Context: an optimization exercise on an open-source flow, tuned for small area and a short achievable clock period. The choices shown serve that exercise and are no tape-out recipe.
Power and IR drop assume default switching activity.

Setup of before:
==> flow/design.v <==
module cic_add #(
    parameter W    = 8,
    parameter FAST = 1
) (
    input  wire [W-1:0] a,
    input  wire [W-1:0] b,
    input  wire         ci,
    output wire [W-1:0] s,
    output wire         co
);
    generate
        if (FAST) begin : KS
            assign {co, s} = a + b + ci;
        end else begin : BK
            localparam L = 1 << ($clog2(W) - 1);
            wire [W-1:0] p = a ^ b;
            reg  [W-1:0] g, q;            
            integer i, d;
            always @* begin
                g = a & b;
                q = p;
                g[0] = g[0] | (q[0] & ci);
                for (d = 1; d < W; d = d * 2)
                    for (i = 2 * d - 1; i < W; i = i + 2 * d) begin
                        g[i] = g[i] | (q[i] & g[i-d]);
                        q[i] = q[i] & q[i-d];
                    end
                for (d = L / 2; d >= 1; d = d / 2)
                    for (i = 3 * d - 1; i < W; i = i + 2 * d) begin
                        g[i] = g[i] | (q[i] & g[i-d]);
                        q[i] = q[i] & q[i-d];
                    end
            end
            assign s  = p ^ {g[W-2:0], ci};
            assign co = g[W-1];
        end
    endgenerate
endmodule
module cic_decimator (
    input   wire            clk         ,
    input   wire            rst         ,
    input   wire    [11:0]  din         ,
    input   wire            din_valid   ,
    output  wire    [36:0]  dout        ,
    output  wire            dout_valid
);
    localparam W  = 37;
    localparam N  = 5;
    localparam K  = 3;                        
    localparam D  = N + K;                    
    function integer LO(input integer k);
        LO = (k * W + K - 1) / K;
    endfunction
    function integer WD(input integer k);
        WD = LO(k + 1) - LO(k);
    endfunction
    reg  [11:0]  xr;
    reg  [3:0]   cnt;
    reg  [D-1:0] vd;
    reg  [D-1:0] rd;
    reg  [D-1:0] dd;
    always @(posedge clk) begin
        xr <= din;
        vd <= {vd[D-2:0], din_valid & ~rst};
        rd <= {rd[D-2:0], rst};
        if (rst) begin
            cnt <= 4'd0;
            dd  <= {D{1'b0}};
        end else begin
            if (din_valid) cnt <= cnt + 4'd1;
            dd  <= {dd[D-2:0], din_valid & (cnt == 4'd15)};
        end
    end
    wire [W-1:0] xs [0:K-1];
    assign xs[0] = {{(W-12){xr[11]}}, xr};
    genvar i, k;
    generate
        for (k = 1; k < K; k = k + 1) begin : XD
            reg [W-1:0] x;
            always @(posedge clk) x <= xs[k-1];
            assign xs[k] = x;
        end
    endgenerate
    wire [W-1:0] acc [0:N];
    assign acc[0] = 0;
    generate
        for (i = 1; i <= N; i = i + 1) begin : INT
            for (k = 0; k < K; k = k + 1) begin : S
                reg  [WD(k)-1:0] a;
                wire [WD(k)-1:0] src = (i == 1) ? xs[k][LO(k) +: WD(k)]
                                                : acc[i-1][LO(k) +: WD(k)];
                wire [WD(k)-1:0] b   = src & {WD(k){vd[i+k-1]}};
                wire [WD(k)-1:0] fb  = a & {WD(k){~rd[i+k-1]}};
                wire [WD(k)-1:0] s;
                wire             ci, co;
                if (k == 0) begin : C
                    assign ci = 1'b0;
                end else begin : C
                    reg c;
                    always @(posedge clk) c <= INT[i].S[k-1].co;
                    assign ci = c;
                end
                cic_add #(.W(WD(k)), .FAST(0)) u_add (.a(fb), .b(b), .ci(ci), .s(s), .co(co));
                always @(posedge clk) a <= s;
                assign acc[i][LO(k) +: WD(k)] = a;
            end
        end
    endgenerate
    reg  [2:0] ph;                    
    reg        pend, run;
    reg        go, act0, byp0, last0;
    reg  [1:0] grp;                   
    reg  [K-1:1] act_d, byp_d, last_d;
    reg        vout;
    wire cap0   = dd[N];              
    wire cap_n  = dd[N-1];            
    wire [2:0] ph_n = (ph == 3'd4) ? 3'd0 : ph + 3'd1;
    wire pend_n = (cap0 | pend) & ~go;
    wire run_n  = act0 & ~last0;
    wire go_n   = (cap_n | pend_n) & (ph_n == 3'd0);
    wire act_n  = go_n | (run_n & (ph_n != 3'd0));
    wire [K-1:0] act  = {act_d,  act0};
    wire [K-1:0] byp  = {byp_d,  byp0};
    wire [K-1:0] last = {last_d, last0};
    wire         mask = grp[1];
    always @(posedge clk) begin
        if (rst) begin
            ph     <= 3'd0;
            pend   <= 1'b0;
            run    <= 1'b0;
            go     <= 1'b0;
            act0   <= 1'b0;
            byp0   <= 1'b0;
            last0  <= 1'b0;
            grp    <= 2'd0;
            act_d  <= {(K-1){1'b0}};
            byp_d  <= {(K-1){1'b0}};
            last_d <= {(K-1){1'b0}};
            vout   <= 1'b0;
        end else begin
            ph     <= ph_n;
            pend   <= pend_n;
            run    <= run_n;
            go     <= go_n;
            act0   <= act_n;
            byp0   <= go_n & cap_n;
            last0  <= act_n & (ph_n == 3'd4);
            act_d  <= act[K-2:0];
            byp_d  <= byp[K-2:0];
            last_d <= last[K-2:0];
            vout   <= last[K-1];
            if (last[K-1] && !grp[1]) grp <= grp + 2'd1;
        end
    end
    generate
        for (k = 0; k < K; k = k + 1) begin : CB
            reg  [WD(k)-1:0]   cur;
            reg  [N*WD(k)-1:0] rn;            
            reg  [N*WD(k)-1:0] ro;            
            wire [WD(k)-1:0] rn0  = rn[WD(k)-1:0];
            wire [WD(k)-1:0] ro0  = ro[WD(k)-1:0];
            wire [WD(k)-1:0] d5   = acc[N][LO(k) +: WD(k)];
            wire [WD(k)-1:0] opnd = byp[k] ? d5 : cur;
            wire [WD(k)-1:0] old  = ro0 & {WD(k){mask}};
            wire [WD(k)-1:0] diff;
            wire             ci, co;
            if (k == 0) begin : C
                assign ci = 1'b1;
            end else begin : C
                reg c;
                always @(posedge clk) c <= CB[k-1].co;
                assign ci = c;
            end
            cic_add #(.W(WD(k)), .FAST(1)) u_sub (.a(opnd), .b(~old), .ci(ci), .s(diff), .co(co));
            always @(posedge clk) begin
                rn <= {act[k] ? opnd : rn0, rn[N*WD(k)-1:WD(k)]};
                ro <= {act[k] ? rn0  : ro0, ro[N*WD(k)-1:WD(k)]};
                cur <= ({WD(k){act[k]}} & diff)
                     | ({WD(k){~act[k] & dd[N+k]}} & d5)
                     | ({WD(k){~act[k] & ~dd[N+k]}} & cur);
            end
            assign dout[LO(k) +: WD(k)] = cur;
        end
    endgenerate
    assign dout_valid = vout;
endmodule
Settings: LEC_CHECK=0, CAP_MARGIN=20, CORE_MARGIN=2, CORE_UTILIZATION=60, CTS_BUF_LIST=sky130_fd_sc_hd__clkbuf_16, CTS_CLUSTER_DIAMETER=100, CTS_CLUSTER_SIZE=30, SLEW_MARGIN=20; clock period 13.0 ns.
standard.sh (not shown) runs the stock make flow with config.mk's settings and CLKGATE_MAP_FILE= SYNTH_SCRIPT=/design/flow/synth_recipe.tcl, a recipe that flattens the netlist after the stock synthesis.
==> flow/flow/run.sh <==
#!/bin/bash
# Standard synthesis and layout; the port buffers use a faster cell than
# the one buffer_ports picks by default, and timing repair aims for a
# slack margin so the design closes well under the clock period.
set -euo pipefail
bash standard.sh synth > synth.log 2>&1
bash standard.sh "BUFFER_PORTS_ARGS=-buffer_cell sky130_fd_sc_hd__buf_4" SETUP_SLACK_MARGIN=9.6 finish > layout.log 2>&1
Relative to before, the following input files were edited for after:
--- a/flow/design.v
+++ b/flow/design.v
@@ -171,7 +171,7 @@
                 always @(posedge clk) c <= CB[k-1].co;
                 assign ci = c;
             end
-            cic_add #(.W(WD(k)), .FAST(1)) u_sub (.a(opnd), .b(~old), .ci(ci), .s(diff), .co(co));
+            cic_add #(.W(WD(k)), .FAST(0)) u_sub (.a(opnd), .b(~old), .ci(ci), .s(diff), .co(co));
             always @(posedge clk) begin
                 rn <= {act[k] ? opnd : rn0, rn[N*WD(k)-1:WD(k)]};
                 ro <= {act[k] ? rn0  : ro0, ro[N*WD(k)-1:WD(k)]};
### Flow results
- Fraction of area in non-clock buffers, after and before: smaller value in after
- On after: count of cell types in the netlist is 14 lower than what before gave.
- [compare] base=before new=after: overall track demand over capacity in global routing lost 0.76 points, area inside the core boundary lost 2.0%, routed wire length lost about 7%.
- Comparing the two runs side by side, after comes out behind before on maximum clock frequency.
- before -> after: peak supply drop increased by more than 10%
- The worst path arrival time of after is higher than that of before.
- Between after and before, it is after whose total internal power is higher, by 2.0%.
- In after, count of inverters other than clock inverters in the layout is higher than in before.
- Required time of the critical path across after and before: no real change.
- Fraction of standard cell area that is sequential (after over before): increase, 1.2 points
- Compared with before, after ends up with a smaller final cell area.
No functional check of the RTL was part of any run of this note.

re-timing with driven ports:
The results above use ideal ports. As a check the final layouts listed here were re-extracted and re-timed, cells and wires unchanged. Step 1: set_driving_cell puts a clkbuf_16 on clk and a buf_2 on each other input, an assumption about the parent block. Step 2 adds t to the input delays and takes it off the output delays; t is the mean of the earliest and latest rising clock arrival at the registers after step 1. Input paths then give back, and output paths get back, about the clock's delay inside the block. a / b / c = ideal / step 1 / step 2; a / b = the first two.
run	t, ns	setup slack, ns	worst slew at a driven data input, ns
before	0.651	9.317 / 9.258 / 9.526	0.11
after	0.645	9.300 / 9.244 / 9.608	0.04
After both steps every run listed still meets setup and hold.
